Background: an optimization exercise with open tools, aiming at small area. Do not read the settings as production practice.
In this exercise RTL edits were held to simulation tests only and were not proved equivalent to the original.

## flow/design.v (module list and top-level ports; edited modules follow where they fit)
// module minN: 12 lines
// module maxN: 12 lines
// module subW: 12 lines
// module ltW: 8 lines
// module edge1: 6 lines
// module ed_ch: 8 lines
// module alpha: 19 lines
// module tx_chan: 429 lines
// module restore_chan: 127 lines
// module local_chan: 78 lines
// module ixw: 67 lines
// module top: 145 lines
module top(mode, clk, rst, load, RGB_window, w, Ar_global_prev, Ag_global_prev, Ab_global_prev,
           Ar_global, Ag_global, Ab_global, O_R, O_G, O_B, tx_invxhundred, ed_bit);
  // ...
==> flow/flow/run.sh <==
#!/bin/bash
# Own flow: the standard synthesis, then the combinational logic between
# the registers and full adders is re-mapped: full-adder polarities are chosen
# to drop inverters (fapol.py) and ABC maps the rest with an area script.
# Registers keep their cells and names. The rest is the standard layout.
set -euo pipefail
W=$(pwd)
F=$W/flow
R=$W/orfs/results/${FLOW_PLATFORM}/top/base
L=$W/orfs/logs/${FLOW_PLATFORM}/top/base
LIB=$FLOW_HOME/platforms/${FLOW_PLATFORM}/lib/sky130_fd_sc_hd__tt_025C_1v80.lib

bash standard.sh synth > $W/std_synth.log 2>&1

cp $R/1_2_yosys.v $W/std_1_2_yosys.v
python3 $F/mkmap.py $LIB $W/comb_map.v > $W/mkmap.log 2>&1
DU=$(grep -o -- '-dont_use [A-Za-z0-9_]*' $L/1_2_yosys.log | sort -u | tr '\n' ' ')
SCRIPT=$(cat $F/abc.script)
cat > $W/reopt_a.ys <<EOF
read_liberty -lib $LIB
read_verilog $W/std_1_2_yosys.v
hierarchy -top $FLOW_TOP
techmap -map $W/comb_map.v
techmap
opt -fast
write_json $W/reopt_a.json
EOF
yosys -s $W/reopt_a.ys > $W/reopt_a.log 2>&1
python3 $F/fapol.py $W/reopt_a.json $W/reopt_b.json $FLOW_TOP > $W/fapol.log 2>&1
cat > $W/reopt_b.ys <<EOF
read_liberty -lib $LIB
read_json $W/reopt_b.json
hierarchy -top $FLOW_TOP
opt_clean
abc -liberty $LIB $DU -script "+$SCRIPT"
opt_clean -purge
hilomap -singleton -hicell sky130_fd_sc_hd__conb_1 HI -locell sky130_fd_sc_hd__conb_1 LO
insbuf -buf sky130_fd_sc_hd__buf_4 A X
stat -liberty $LIB
check -assert
write_verilog -noattr -nohex -nodec $W/reopt_1_2_yosys.v
EOF
yosys -s $W/reopt_b.ys > $W/reopt_b.log 2>&1
cp $W/reopt_1_2_yosys.v $R/1_2_yosys.v
rm -f $R/1_synth.odb $R/1_synth.sdc
touch $R/1_2_yosys.v
# every port still gets a buffer, of the smallest buffer cell
export BUFFER_PORTS_ARGS="-buffer_cell sky130_fd_sc_hd__buf_1"
export CTS_ARGS="-sink_clustering_enable -repair_clock_nets -dont_use_dummy_load -buf_list {sky130_fd_sc_hd__clkbuf_8} -sink_clustering_size 12 -sink_clustering_max_diameter 60"
bash standard.sh > $W/std_layout.log 2>&1
==> flow/flow/abc.script <==
strash;&get,-n;&deepsyn,-T,300;&put;dch,-f;amap;topo
==> flow/flow/fapol.py <==
# Chooses the polarity of each full-adder cell so that fewer inverters sit
# between full adders: fa(~a,~b,~c) = ~fa(a,b,c). Reads and writes Yosys JSON.
import json, sys
FA = ('sky130_fd_sc_hd__fa_1', 'sky130_fd_sc_hd__fa_2', 'sky130_fd_sc_hd__fa_4')
IN, OUT = ('A', 'B', 'CIN'), ('SUM', 'COUT')
d = json.load(open(sys.argv[1]))
top = [m for m in d['modules'].values() if m.get('attributes', {}).get('top')][0] \
    if any(m.get('attributes', {}).get('top') for m in d['modules'].values()) else d['modules'][sys.argv[3]]
cells = top['cells']
nxt = [max([b for n in top['netnames'].values() for b in n['bits'] if isinstance(b, int)] + [1]) + 1]
def newbit():
    nxt[0] += 1
    top['netnames']['$fapol_w%d' % nxt[0]] = {'hide_name': 1, 'bits': [nxt[0]], 'attributes': {}}
    return nxt[0]
LOGIC = lambda t: t.startswith('$_')
drv = {}
cons = {}
for name, c in cells.items():
    for p, bits in c['connections'].items():
        dirn = c.get('port_directions', {}).get(p)
        if dirn is None:
            dirn = 'output' if p in ('Y', 'X', 'Q', 'Q_N', 'SUM', 'COUT', 'HI', 'LO') else 'input'
        for b in bits:
            if not isinstance(b, int):
                continue
            if dirn == 'output':
                drv[b] = (name, p)
            else:
                cons.setdefault(b, []).append((name, p))
for pn, p in top['ports'].items():
    for b in p['bits']:
        if isinstance(b, int):
            if p['direction'] == 'input':
                drv[b] = ('$port', pn)
            else:
                cons.setdefault(b, []).append(('$port', pn))
# root of a bit through NOT gates: (root bit, inversion)
def root(b):
    q = 0
    while isinstance(b, int) and b in drv and cells.get(drv[b][0], {}).get('type') == '$_NOT_':
        b = cells[drv[b][0]]['connections']['A'][0]
        q ^= 1
    return b, q
fas = [n for n, c in cells.items() if c['type'] in FA]
f = {n: 0 for n in fas}
# for each fa input pin: (root, q)
pin = {}
users = {}  # root -> list of (fa, pin)
for n in fas:
    for p in IN:
        b = cells[n]['connections'][p][0]
        r, q = root(b)
        pin[(n, p)] = (r, q)
        users.setdefault(r, []).append((n, p))
# rigid consumers of a root (flops, ports, other black boxes) that read the root itself or via NOTs
def rigid_needs(r):
    # polarities needed by non-logic, non-fa consumers, following NOT chains
    need = set()
    stack = [(r, 0)]
    seen = set()
    while stack:
        b, q = stack.pop()
        if (b, q) in seen or not isinstance(b, int):
            continue
        seen.add((b, q))
        for (cn, p) in cons.get(b, []):
            if cn == '$port':
                need.add(q)
                continue
            t = cells[cn]['type']
            if t == '$_NOT_':
                stack.append((cells[cn]['connections']['Y'][0], q ^ 1))
            elif t in FA:
                pass
            elif LOGIC(t):
                pass
            else:
                need.add(q)
    return need
rig = {}
def produced(r):
    if isinstance(r, int) and r in drv:
        cn = drv[r][0]
        if cn != '$port':
            t = cells[cn]['type']
            if t in FA:
                return f[cn]
            if LOGIC(t):
                return None  # either
    return 0
def cost(r):
    if r not in rig:
        rig[r] = rigid_needs(r)
    needs = set(rig[r])
    for (n, p) in users.get(r, []):
        needs.add(pin[(n, p)][1] ^ f[n])
    pr = produced(r)
    if pr is None:
        return 1 if len(needs) == 2 else 0
    return 1 if (pr ^ 1) in needs else 0
def fa_roots(n):
    rs = set(pin[(n, p)][0] for p in IN)
    for p in OUT:
        rs.add(cells[n]['connections'][p][0])
    return rs
changed = True
it = 0
while changed and it < 50:
    changed = False
    it += 1
    for n in fas:
        rs = fa_roots(n)
        before = sum(cost(r) for r in rs)
        f[n] ^= 1
        after = sum(cost(r) for r in rs)
        if after < before:
            changed = True
        else:
            f[n] ^= 1
base = sum(1 for n in fas if f[n])
# rebuild: flipped fa outputs get new bits; old bits driven by NOT of the new ones
phys = {}  # root -> (bit carrying root ^ pol, pol)
k = [0]
def add_not(a):
    y = newbit()
    k[0] += 1
    cells['$fapol_not_%d' % k[0]] = {'hide_name': 1, 'type': '$_NOT_', 'parameters': {}, 'attributes': {},
                                     'port_directions': {'A': 'input', 'Y': 'output'},
                                     'connections': {'A': [a], 'Y': [y]}}
    return y
for n in fas:
    if f[n]:
        for p in OUT:
            old = cells[n]['connections'][p][0]
            nb = newbit()
            cells[n]['connections'][p] = [nb]
            k[0] += 1
            cells['$fapol_not_%d' % k[0]] = {'hide_name': 1, 'type': '$_NOT_', 'parameters': {}, 'attributes': {},
                                             'port_directions': {'A': 'input', 'Y': 'output'},
                                             'connections': {'A': [nb], 'Y': [old]}}
            phys[old] = (nb, 1)
inv_cache = {}
for n in fas:
    for p in IN:
        r, q = pin[(n, p)]
        want = q ^ f[n]
        if not isinstance(r, int):
            v = r if want == 0 else {'0': '1', '1': '0'}.get(r, r)
            cells[n]['connections'][p] = [v]
            continue
        b, pol = phys.get(r, (r, 0))
        if pol == want:
            cells[n]['connections'][p] = [b]
        else:
            if b not in inv_cache:
                inv_cache[b] = add_not(b)
            cells[n]['connections'][p] = [inv_cache[b]]
d['modules'] = {k: v for k, v in d['modules'].items() if v is top}
json.dump(d, open(sys.argv[2], 'w'))
print("fa cells %d, flipped %d, iterations %d" % (len(fas), base, it))
==> flow/flow/mkmap.py <==
# Writes a Yosys techmap file that turns each combinational cell of the
# liberty file (except full adders and tie cells) back into logic.
import re, sys
lib = open(sys.argv[1]).read()
keep_fa = True
out = []

def block(s, i):
    d = 1
    while d:
        c = s[i]
        if c == '{': d += 1
        elif c == '}': d -= 1
        i += 1
    return i

def conv(f):
    f = f.replace('!', '~').replace('*', '&').replace('+', '|')
    f = re.sub(r'\)\s*\(', ')&(', f)
    f = re.sub(r'(\w|\))\s+(?=[\w~(])', r'\1&', f)
    return f

for m in re.finditer(r'\n\s*cell\s*\(\s*"?(\w+)"?\s*\)\s*\{', lib):
    name = m.group(1)
    body = lib[m.end():block(lib, m.end())]
    if re.search(r'\b(ff|latch|statetable)\s*\(', body):
        continue
    if re.search(r'__(fa|fah|fahcin|fahcon)_\d', name) or 'conb' in name:
        continue
    pins = []
    for pm in re.finditer(r'\n\s*pin\s*\(\s*"?(\w+)"?\s*\)\s*\{', body):
        pb = body[pm.end():block(body, pm.end())]
        dm = re.search(r'direction\s*:\s*"?(\w+)"?', pb)
        fm = re.search(r'function\s*:\s*"([^"]*)"', pb)
        pins.append((pm.group(1), dm.group(1) if dm else None, fm.group(1) if fm else None))
    ins = [p for p in pins if p[1] == 'input']
    outs = [p for p in pins if p[1] == 'output']
    if not outs or any(o[2] is None for o in outs):
        continue
    s = '(* techmap_celltype = "%s" *)\nmodule _tm_%s(%s);\n' % (name, name, ",".join(p[0] for p in ins + outs))
    for p in ins:
        s += "input %s;\n" % p[0]
    for p in outs:
        s += "output %s;\nassign %s = %s;\n" % (p[0], p[0], conv(p[2]))
    s += "endmodule\n"
    out.append(s)
open(sys.argv[2], 'w').write("\n".join(out))
==> flow/standard.sh <==
#!/bin/bash
# synth_recipe.tcl (not shown) runs the flow's synth.tcl, then flattens the netlist and writes it again
# the make line also repeats each setting of config.mk as NAME=value (left out here)
make -C /OpenROAD-flow-scripts/flow DESIGN_CONFIG=/design/flow/config.mk WORK_HOME=/design/flow/orfs CLKGATE_MAP_FILE= SYNTH_SCRIPT=/design/flow/synth_recipe.tcl "${@:-finish}"
==> flow/config.mk <==
export PLATFORM = sky130hd
export DESIGN_NAME = top
export DESIGN_NICKNAME = top
export VERILOG_FILES = /design/flow/design.v
export SDC_FILE = /design/flow/constraint.sdc
export NUM_CORES = 4
export LEC_CHECK = 0
export CAP_MARGIN = 20
export CORE_MARGIN = 2
export CORE_UTILIZATION = 50
export CTS_BUF_LIST = sky130_fd_sc_hd__clkbuf_8
export CTS_CLUSTER_DIAMETER = 60
export CTS_CLUSTER_SIZE = 12
export SLEW_MARGIN = 20
==> flow/constraint.sdc <==
create_clock -name core_clock -period 36.0 [get_ports {clk}]
set_input_delay 7.2000 -clock core_clock [delete_from_list [all_inputs] [get_ports {clk}]]
set_output_delay 7.2000 -clock core_clock [all_outputs]
set_load 0.01 [all_outputs]
==> out/results.ini, run 1 <==
[timing]
grt_setup_unrepaired = no
postLayoutSetupSlackWorst_ns = 3.57
min_period_over_period = 0.901
slew-limit-headroom = 0.257

[global_routing]
grt_max_degree = 65

[layout]
final_common_cell = nor2_1
nNonClkInverters = 598
nonClockBufferCount = 355

[critical_path]
worst-path-stages = 89
worst_ep_arrival_time_ns = 32.92
max_stage_delay_ns = 0.84
cp-start-kind = input port

[clock_tree]
cts_setup_buffers = 0
htreeDepth = 2
cts.sinks = 400
cts-buffers-inserted = 43
root_buffer = clkbuf_8

[placed_design]
placed_area_um2 = 39000
place_congestion = 0.989

[synth]
syn_area_per_cell_um2 = 8.95

[run_status]
status = complete, no violations

[drt]
drt-vias-per-instance = 5.87
wl_per_cell_um = 22.1

[floorplanning]
start_util = 0.502
fp-row-count = 99

==> run 2: changes to the inputs <==
--- a/flow/flow/run.sh
+++ b/flow/flow/run.sh
@@ -35,7 +35,7 @@
 abc -liberty $LIB $DU -script "+$SCRIPT"
 opt_clean -purge
 hilomap -singleton -hicell sky130_fd_sc_hd__conb_1 HI -locell sky130_fd_sc_hd__conb_1 LO
-insbuf -buf sky130_fd_sc_hd__buf_4 A X
+insbuf -buf sky130_fd_sc_hd__buf_1 A X
 stat -liberty $LIB
 check -assert
 write_verilog -noattr -nohex -nodec $W/reopt_1_2_yosys.v
--- a/flow/config.mk
+++ b/flow/config.mk
@@ -5,10 +5,10 @@
 export SDC_FILE = /design/flow/constraint.sdc
 export NUM_CORES = 4
 export LEC_CHECK = 0
-export CAP_MARGIN = 20
+export CAP_MARGIN = 0
 export CORE_MARGIN = 2
 export CORE_UTILIZATION = 50
 export CTS_BUF_LIST = sky130_fd_sc_hd__clkbuf_8
 export CTS_CLUSTER_DIAMETER = 60
 export CTS_CLUSTER_SIZE = 12
-export SLEW_MARGIN = 20
+export SLEW_MARGIN = 0
==> out/results.ini, run 2 <==
[timing]
period_minus_slack_ns = 31.62
slew_violations = 0
slew-limit-headroom = 0.198  ; -0.0583
hold_ws_ns = 0.320
grt_setup_unrepaired = no
fin_tns_setup_ns = 0
setup-violations-final = 0
min_period_over_period = 0.878  ; -0.0224
fmax_mhz = 31.6
skew_ns = 0.108
worstMarginPinSlew_ns = 1.20
hold_viol_final = 0

[clock_tree]
cts_resized = 0
cts_tree = done
root_buffer = clkbuf_8
htreeDepth = 2  ; unchanged
insertion_delay_ns = 0.64
postCtsHoldBufs = 0
cts-buffers-inserted = 44  ; +2.3%
clockBufferDepth = 3
cts.sinks = 400  ; unchanged
cts_setup_buffers = 0  ; unchanged
path_clk_slew_ns = 0.08

[critical_path]
cp.required_ns = 36.48
worst_ep_arrival_time_ns = 32.10  ; -0.82 ns
crit_top_cell = fa_1
cp-start-kind = input port
cpMaxStageDelayCell = clkinv_1
cp_max_fo = 36
max_stage_delay_ns = 0.79  ; -0.05 ns
crit_type = in -> reg
cp-end-kind = flop

[placed_design]
place_congestion = 0.984  ; -0.56%
dp_cells = 5358
dpl.hpwl_um = 96300
numPortBuffers = 308

[drt]
ant_nets = 0
wirelength_um = 117000
drc = 0
drt_first_iter_violations = 3158
drt-vias-per-instance = 5.87  ; about the same
vias = 31718
wl_per_cell_um = 21.7  ; -1.9%
drt_pass1_iterations = 6

[layout]
final_common_cell = nor2_1
syn2layout_area_growth_pct = 8.95
layout.nets = 5292
drive_gt1_frac = 0.0229
stdcell_count = 5403
layout_common_cells = nor2_1 (731), fa_1 (589), clkinv_1 (586)

[flow_run]
cap_viol_max_count = 0

[synth]
yosys_warnings = 7
synth.cell_area_um2 = 36200
syn_area_per_cell_um2 = 8.88  ; -0.81%
synthCells = 4082

[floorplanning]
die-area_um2 = 74600
core_um2 = 71600
die_h_um = 273
io-pin-count = 310
fp.dieW_um = 273
fp-row-count = 98  ; -1.0%
start_util = 0.506  ; +0.00372

[run_status]
status = complete, no violations

[global_routing]
grt_pass1_vias = 31583
antenna_found_initial = 1
track_usage = 0.316
grt_pass1_wl_um = 181000
grt_max_degree = 60  ; -7.7%
grt_overflow = 0

[min_path]
hp-class = reg -> reg

==> run 2: cell count changes in the layout (fill, tap and decap cells not counted), moves of 9 or more <==
cell	previous run	this run
nand3_1	17	28
o221ai_1	27	36
o21ai_0	255	281
o21bai_1	18	9
o22a_1	31	18
clkinv_1	597	586
a211oi_1	37	24
a221oi_1	18	27
nand2_1	329	343
a2111oi_0	27	17
nor2_1	697	731
or2_0	180	135
or3_1	25	11
==> run 2: worst paths after layout <==
kind,from,end,cells after the start,slack (ns)
hold / removal,e_3[18]$_DFF_P_,e_4[18]$_DFF_P_,0,0.32
hold reg to reg,e_3[18]$_DFF_P_,e_4[18]$_DFF_P_,0,0.32
setup / recovery,mode,al[0]$_DFF_P_,88,4.38
setup reg to reg,ed_2$_DFF_P_,al[0]$_DFF_P_,86,10.97
==> run 2: routing by layer <==
metal	GRT usage	routed length, um
met3	0.0470	8530
met4	0.100	4090
met2	0.535	56800
met1	0.418	47600
met5	0	0
==> run 2: metrics by stage <==
stage / worst slack [ns] / cell area (um^2) / util
after CTS: 4.49 / 39500 / 0.551
after global routing: 2.45 / 39500 / 0.551
after floorplan: 1.70 / 36300 / -
after global placement: 4.12 / 38900 / 0.543
final: 4.38 / 39500 / 0.551
after detailed placement: 3.78 / 38900 / 0.543
==> run 2: worst max-delay path: cells and delay by family <==
family,cells,cell delay [ns]
adder cells (fa/ha/maj),35,13.80
AND/OR/NAND/NOR,18,3.66
AO/OA/AOI/OAI,21,4.35
buffers and inverters,14,2.99
==> run 2: area by class of cell <==
| type | instances | area (um^2) |
|---|---|---|
| multi-input cells | 3064 | 24700 |
| flip-flops and latches | 400 | 9220 |
| diodes | 1 | 2.50 |
| inverters | 587 | 2210 |
| repair buffers | 357 | 1530 |
| fillers | 6776 | 32100 |
| clock buffers | 44 | 606 |
| well taps | 950 | 1190 |
==> run 3: changes to the inputs <==
--- a/flow/flow/run.sh
+++ b/flow/flow/run.sh
@@ -35,7 +35,7 @@
 abc -liberty $LIB $DU -script "+$SCRIPT"
 opt_clean -purge
 hilomap -singleton -hicell sky130_fd_sc_hd__conb_1 HI -locell sky130_fd_sc_hd__conb_1 LO
-insbuf -buf sky130_fd_sc_hd__buf_1 A X
+insbuf -buf sky130_fd_sc_hd__buf_4 A X
 stat -liberty $LIB
 check -assert
 write_verilog -noattr -nohex -nodec $W/reopt_1_2_yosys.v
@@ -46,5 +46,5 @@
 touch $R/1_2_yosys.v
 # every port still gets a buffer, of the smallest buffer cell
 export BUFFER_PORTS_ARGS="-buffer_cell sky130_fd_sc_hd__buf_1"
-export CTS_ARGS="-sink_clustering_enable -repair_clock_nets -dont_use_dummy_load -buf_list {sky130_fd_sc_hd__clkbuf_8} -sink_clustering_size 12 -sink_clustering_max_diameter 60"
+export CTS_ARGS="-sink_clustering_enable -repair_clock_nets -dont_use_dummy_load -buf_list {sky130_fd_sc_hd__clkbuf_8} -sink_clustering_size 14 -sink_clustering_max_diameter 60"
 bash standard.sh > $W/std_layout.log 2>&1
==> flow/flow/abc.script (replaced) <==
strash;&get,-n;&deepsyn,-T,150;&put;dch,-f;amap;strash;&get,-n;&deepsyn,-T,150;&put;dch,-f;amap;topo
==> flow/config.mk (replaced) <==
export PLATFORM = sky130hd
export DESIGN_NAME = top
export DESIGN_NICKNAME = top
export VERILOG_FILES = /design/flow/design.v
export SDC_FILE = /design/flow/constraint.sdc
export NUM_CORES = 4
export LEC_CHECK = 0
export CAP_MARGIN = 20
export CORE_MARGIN = 2
export CORE_UTILIZATION = 50
export CTS_BUF_LIST = sky130_fd_sc_hd__clkbuf_8
export CTS_CLUSTER_DIAMETER = 60
export CTS_CLUSTER_SIZE = 14
export SLEW_MARGIN = 20
==> out/results.ini, run 3 <==
[critical_path]
rr_worst_depth = 85  ; -1.2%
critPathTopFamily = adder cells
cpMaxStageDelayCell = o21ai_0
worst_ep_arrival_time_ns = 32.91  ; +0.81 ns
crit_type = in -> reg
cp.required_ns = 36.54  ; +0.06 ns
r2r_start = Ab_go[7]$_DFFE_PN_
cp-end-kind = flop
cp-start-kind = input port
crit_top_cell = fa_1
max_stage_delay_ns = 0.54  ; -0.25 ns
critPathBufInv = 16  ; +2
cp_max_fo = 52  ; +44%
r2r-end = al[0]$_DFF_P_
r2r_setup_slack_ns = 11.29  ; +0.32 ns

[layout]
final_area_um2 = 39500  ; about the same
final_common_cell = nor2_1
seq_area_um2 = 9220  ; unchanged
syn2layout_area_growth_pct = 8.47
multi_input_area_um2 = 24700  ; -0.28%
layout_common_cells = nor2_1 (672), clkinv_1 (609), fa_1 (589)
drive_gt1_frac = 0.0223  ; -0.000614
nFillCells = 6879  ; +1.5%
layout.nets = 5280  ; -0.23%
stdcell_count = 5393  ; -0.19%

[clock_tree]
postCtsHoldBufs = 0  ; unchanged
cts_setup_buffers = 0  ; unchanged
root_buffer = clkbuf_8
cts.sinks = 400  ; unchanged
cts_tree = done
path_clk_slew_ns = 0.09  ; about the same
clockBufferDepth = 3  ; unchanged
insertion_delay_ns = 0.62  ; -0.02 ns
cts_resized = 0  ; unchanged
htreeDepth = 2  ; unchanged
cts-buffers-inserted = 41  ; -6.8%

[drt]
drc = 0  ; unchanged
wirelength_um = 118000  ; +0.42%
ant_nets = 0  ; unchanged
drt-vias-per-instance = 5.89  ; +0.33%
drt_pass1_iterations = 9  ; +3
wl_per_cell_um = 21.8  ; +0.61%
vias = 31765  ; +0.15%
drt_first_iter_violations = 3295  ; +4.3%

[placed_design]
placed_area_um2 = 38900  ; about the same
place_congestion = 0.963  ; -2.1%
dpl.hpwl_um = 96600  ; +0.26%
dp_cells = 5348  ; -0.19%
numPortBuffers = 308  ; unchanged

[synth]
synth.cell_area_um2 = 36400  ; +0.41%
syn_area_per_cell_um2 = 8.94  ; +0.65%
synthCells = 4072  ; -0.24%
yosys_warnings = 7  ; unchanged

[global_routing]
antenna_found_initial = 5  ; +4
grt_pass1_vias = 31767  ; +0.58%
grt_overflow = 0  ; unchanged
grt_max_degree = 53  ; -12%
track_usage = 0.316  ; +0.000825
grt_pass1_wl_um = 182000  ; +0.32%

[floorplanning]
start_util = 0.507  ; +0.00119
io-pin-count = 310  ; unchanged
fp-row-count = 98  ; unchanged
core_um2 = 71700  ; +0.17%
fp.dieW_um = 274  ; +0.20%
die_h_um = 274  ; +0.20%
die-area_um2 = 74900  ; +0.40%

[min_path]
hp-class = reg -> reg
worstHoldStart = e_3[9]$_DFF_P_
min_path_cells = 0  ; unchanged
holdPathEnd = e_4[9]$_DFF_P_

[run_status]
status = complete, no violations

[timing]
slew-limit-headroom = 0.286  ; +0.0877
worstMarginPinSlew_ns = 1.06  ; -0.143 ns
skew_ns = 0.0683  ; -0.0394 ns
grt_setup_unrepaired = no
period_minus_slack_ns = 32.36  ; +0.743 ns
fmax_mhz = 30.9  ; -2.3%
hold_viol_final = 0  ; unchanged
hold_ws_ns = 0.288  ; -0.0324 ns
slew_violations = 0  ; unchanged
fin_tns_setup_ns = 0  ; unchanged
setup-violations-final = 0  ; unchanged
min_period_over_period = 0.899  ; +0.0206

[flow_run]
cap_viol_max_count = 0  ; unchanged

## run 3: final cells by class
type,count,share of cell area
diodes,3,0.000190
clock buffers,41,0.0143
inverters,610,0.0581
multi-input cells,3031,0.625
flip-flops and latches,400,0.234
well taps,950,0.0301
repair buffers,358,0.0388
## run 3: worst max-delay path by stage
stage	start	end	slack, ns	depth (start not counted)
2_1_floorplan	mode	al[0]$_DFF_P_	3.44	82
3_3_place_gp	mode	al[0]$_DFF_P_	3.33	88
3_5_place_dp	mode	al[0]$_DFF_P_	2.94	88
4_1_cts	mode	al[0]$_DFF_P_	3.60	89
5_1_grt	mode	al[0]$_DFF_P_	1.57	89
6_report	mode	al[0]$_DFF_P_	3.64	89
## run 3: routing by layer
layer  share of wire  GRT usage
met2            0.48      0.532
met3           0.073     0.0492
met5         0.00034          0
met1            0.40      0.409
met4           0.047      0.130
## run 3: worst register-to-register path: cells and delay by family (launching register included)
kind	cells	cell delay [ns]
buffers and inverters	12	3.40
and+or+nand+nor	17	2.36
DFF	1	0.42
AOI/OAI and AO/OA	23	5.24
adders and majority gates	33	13.22
## run 3: through the flow
step	setup slack [ns]	utilization
5_1_grt	1.57	0.550
3_3_place_gp	3.33	0.542
4_1_cts	3.60	0.550
3_5_place_dp	2.94	0.542
6_report	3.64	0.550
2_1_floorplan	3.44	-
==> run 4: changes to the inputs <==
--- a/flow/flow/run.sh
+++ b/flow/flow/run.sh
@@ -35,7 +35,7 @@
 abc -liberty $LIB $DU -script "+$SCRIPT"
 opt_clean -purge
 hilomap -singleton -hicell sky130_fd_sc_hd__conb_1 HI -locell sky130_fd_sc_hd__conb_1 LO
-insbuf -buf sky130_fd_sc_hd__buf_4 A X
+insbuf -buf sky130_fd_sc_hd__buf_1 A X
 stat -liberty $LIB
 check -assert
 write_verilog -noattr -nohex -nodec $W/reopt_1_2_yosys.v
--- a/flow/config.mk
+++ b/flow/config.mk
@@ -11,4 +11,5 @@
 export CTS_BUF_LIST = sky130_fd_sc_hd__clkbuf_8
 export CTS_CLUSTER_DIAMETER = 60
 export CTS_CLUSTER_SIZE = 14
+export GPL_TIMING_DRIVEN = 0
 export SLEW_MARGIN = 20
==> out/results.ini, run 4 <==
[run_status]
status = complete, no violations

[timing]
fmax_mhz = 29.3  ; -5.2%
hold_viol_final = 0  ; unchanged
setup-violations-final = 0  ; unchanged
slew_violations = 0  ; unchanged
slew-limit-headroom = 0.267  ; -0.0191
min_period_over_period = 0.949  ; +0.0496
grt_setup_unrepaired = no
postLayoutSetupSlackWorst_ns = 1.85  ; -1.79 ns
hold_ws_ns = 0.300  ; +0.0124 ns
skew_ns = 0.0820  ; +0.0137 ns
period_minus_slack_ns = 34.15  ; +1.79 ns
worstMarginPinSlew_ns = 1.09  ; +0.0333 ns
fin_tns_setup_ns = 0  ; unchanged

[critical_path]
cp-start-kind = input port
cp.required_ns = 36.50  ; -0.04 ns
worst_ep_arrival_time_ns = 34.65  ; +1.74 ns
r2r_setup_slack_ns = 9.88  ; -1.41 ns
crit_type = in -> reg
cp_max_fo = 67  ; +29%
cp-end-kind = flop
max_stage_delay_ns = 0.82  ; +0.28 ns
crit_top_cell = fa_1
cpMaxStageDelayCell = nand2_1

[clock_tree]
insertion_delay_ns = 0.63  ; about the same
cts-buffers-inserted = 42  ; +2.4%
cts_setup_buffers = 0  ; unchanged
cts_tree = done
postCtsHoldBufs = 0  ; unchanged
path_clk_slew_ns = 0.09  ; about the same
cts_resized = 0  ; unchanged
clockBufferDepth = 3  ; unchanged
cts.sinks = 400  ; unchanged
root_buffer = clkbuf_8
htreeDepth = 2  ; unchanged

[floorplanning]
fp.dieW_um = 273  ; -0.17%
start_util = 0.506  ; -0.000861
die_h_um = 273  ; -0.17%
io-pin-count = 310  ; unchanged
fp-row-count = 98  ; unchanged
die-area_um2 = 74700  ; -0.34%
core_um2 = 71600  ; -0.17%

[drt]
wl_per_cell_um = 21.3  ; -2.3%
drc = 0  ; unchanged
wirelength_um = 115000  ; -2.2%
drt-vias-per-instance = 5.86  ; -0.50%
drt_first_iter_violations = 2686  ; -18%
ant_nets = 0  ; unchanged
vias = 31637  ; -0.40%
drt_pass1_iterations = 7  ; -2

[layout]
final_common_cell = nor2_1
syn2layout_area_growth_pct = 9.14
final_area_um2 = 39600  ; +0.27%
layout.nets = 5286  ; +0.11%
layout_common_cells = nor2_1 (671), clkinv_1 (608), fa_1 (589)
drive_gt1_frac = 0.0196  ; -0.00273

[global_routing]
grt_max_degree = 68  ; +28%
grt_overflow = 0  ; unchanged
grt_pass1_vias = 31785  ; +0.057%
grt_pass1_wl_um = 180000  ; -1.0%
track_usage = 0.312  ; -0.00489
antenna_found_initial = 2  ; -3

[placed_design]
dpl.hpwl_um = 95400  ; -1.2%
place_ws_ns = 1.15  ; -1.79 ns
placed_area_um2 = 39000  ; +0.21%
place_congestion = 0.969  ; +0.71%
numPortBuffers = 308  ; unchanged

[synth]
syn_area_per_cell_um2 = 8.90  ; -0.34%
synth.cell_area_um2 = 36300  ; -0.34%
synthCells = 4072  ; unchanged
yosys_warnings = 7  ; unchanged

[flow_run]
cap_viol_max_count = 0  ; unchanged

[min_path]
hp-class = reg -> reg

## run 4: final cells by class
| class | instances | area, um^2 |
|---|---|---|
| inverters | 610 | 2300 |
| flip-flops and latches | 400 | 9220 |
| plain buffers | 35 | 131 |
| fillers | 6724 | 32000 |
| repair buffers | 328 | 1390 |
| diodes | 2 | 5.00 |
| multi-input cells | 3031 | 24800 |
| clock buffers | 42 | 578 |
| well taps | 950 | 1190 |
## run 4: final timing paths
path,start,endpoint,depth (start not counted)
worst max-delay path,mode,al[0]$_DFF_P_,91
worst min register to register,e_5[8]$_DFF_P_,e_6[8]$_DFF_P_,0
worst max register to register,ed_2$_DFF_P_,al[0]$_DFF_P_,87
worst min-delay path,e_5[8]$_DFF_P_,e_6[8]$_DFF_P_,0
## run 4: routing by layer
metal	vias up	routed length, um	global-route usage
met3	256	8630	0.0501
met2	1420	54900	0.524
met4	0	4900	0.118
met5	-	0	0
met1	15359	46500	0.405
li1	14602	-	-
## run 4: worst max-delay path, delay by kind of cell
| kind | cells | cell delay [ns] |
|---|---|---|
| AND/OR/NAND/NOR | 20 | 4.40 |
| adder cells (fa/ha/maj) | 33 | 13.31 |
| buffers and inverters | 15 | 4.27 |
| AO/OA/AOI/OAI | 23 | 5.28 |
## run 4: metrics by stage
step	utilization	instances
2_1_floorplan	-	4076
3_3_place_gp	0.539	5334
3_5_place_dp	0.544	5354
4_1_cts	0.552	5396
5_1_grt	0.553	5398
6_report	0.553	5398

==> re-timing with driven ports <==
The flow's constraints put no driver on any port. The routed layouts listed below were extracted and timed again, unchanged, in two steps. Step 1 sets driving cells, clkbuf_16 on the clock port and buf_2 on the other inputs (assumed; they add their load-dependent delay and slew). Step 2, shift: input delay + t, output delay - t, t = (earliest + latest rising clock arrival at the registers) / 2. This alone moves slack from input paths to output paths. Three values: no drivers, after step 1, after step 2; two values: the first two.
run | t, ns | slack for setup (ns) | worst setup path at the end | latest minus earliest clock arrival (ns)
run 1 | 0.657 | 3.571 / 3.599 / 2.942 | input to register | 0.076 / 0.075
run 2 | 0.645 | 4.379 / 4.415 / 3.770 | input to register | 0.116 / 0.116
run 3 | 0.642 | 3.636 / 3.674 / 3.032 | input to register | 0.095 / 0.095
run 4 | 0.650 | 1.850 / 1.888 / 1.238 | input to register | 0.089 / 0.088
After both steps every run listed still meets setup and hold. For run 1, which loses most, drivers alone change the setup slack by +0.028 ns; drivers and shift together by -0.629 ns.
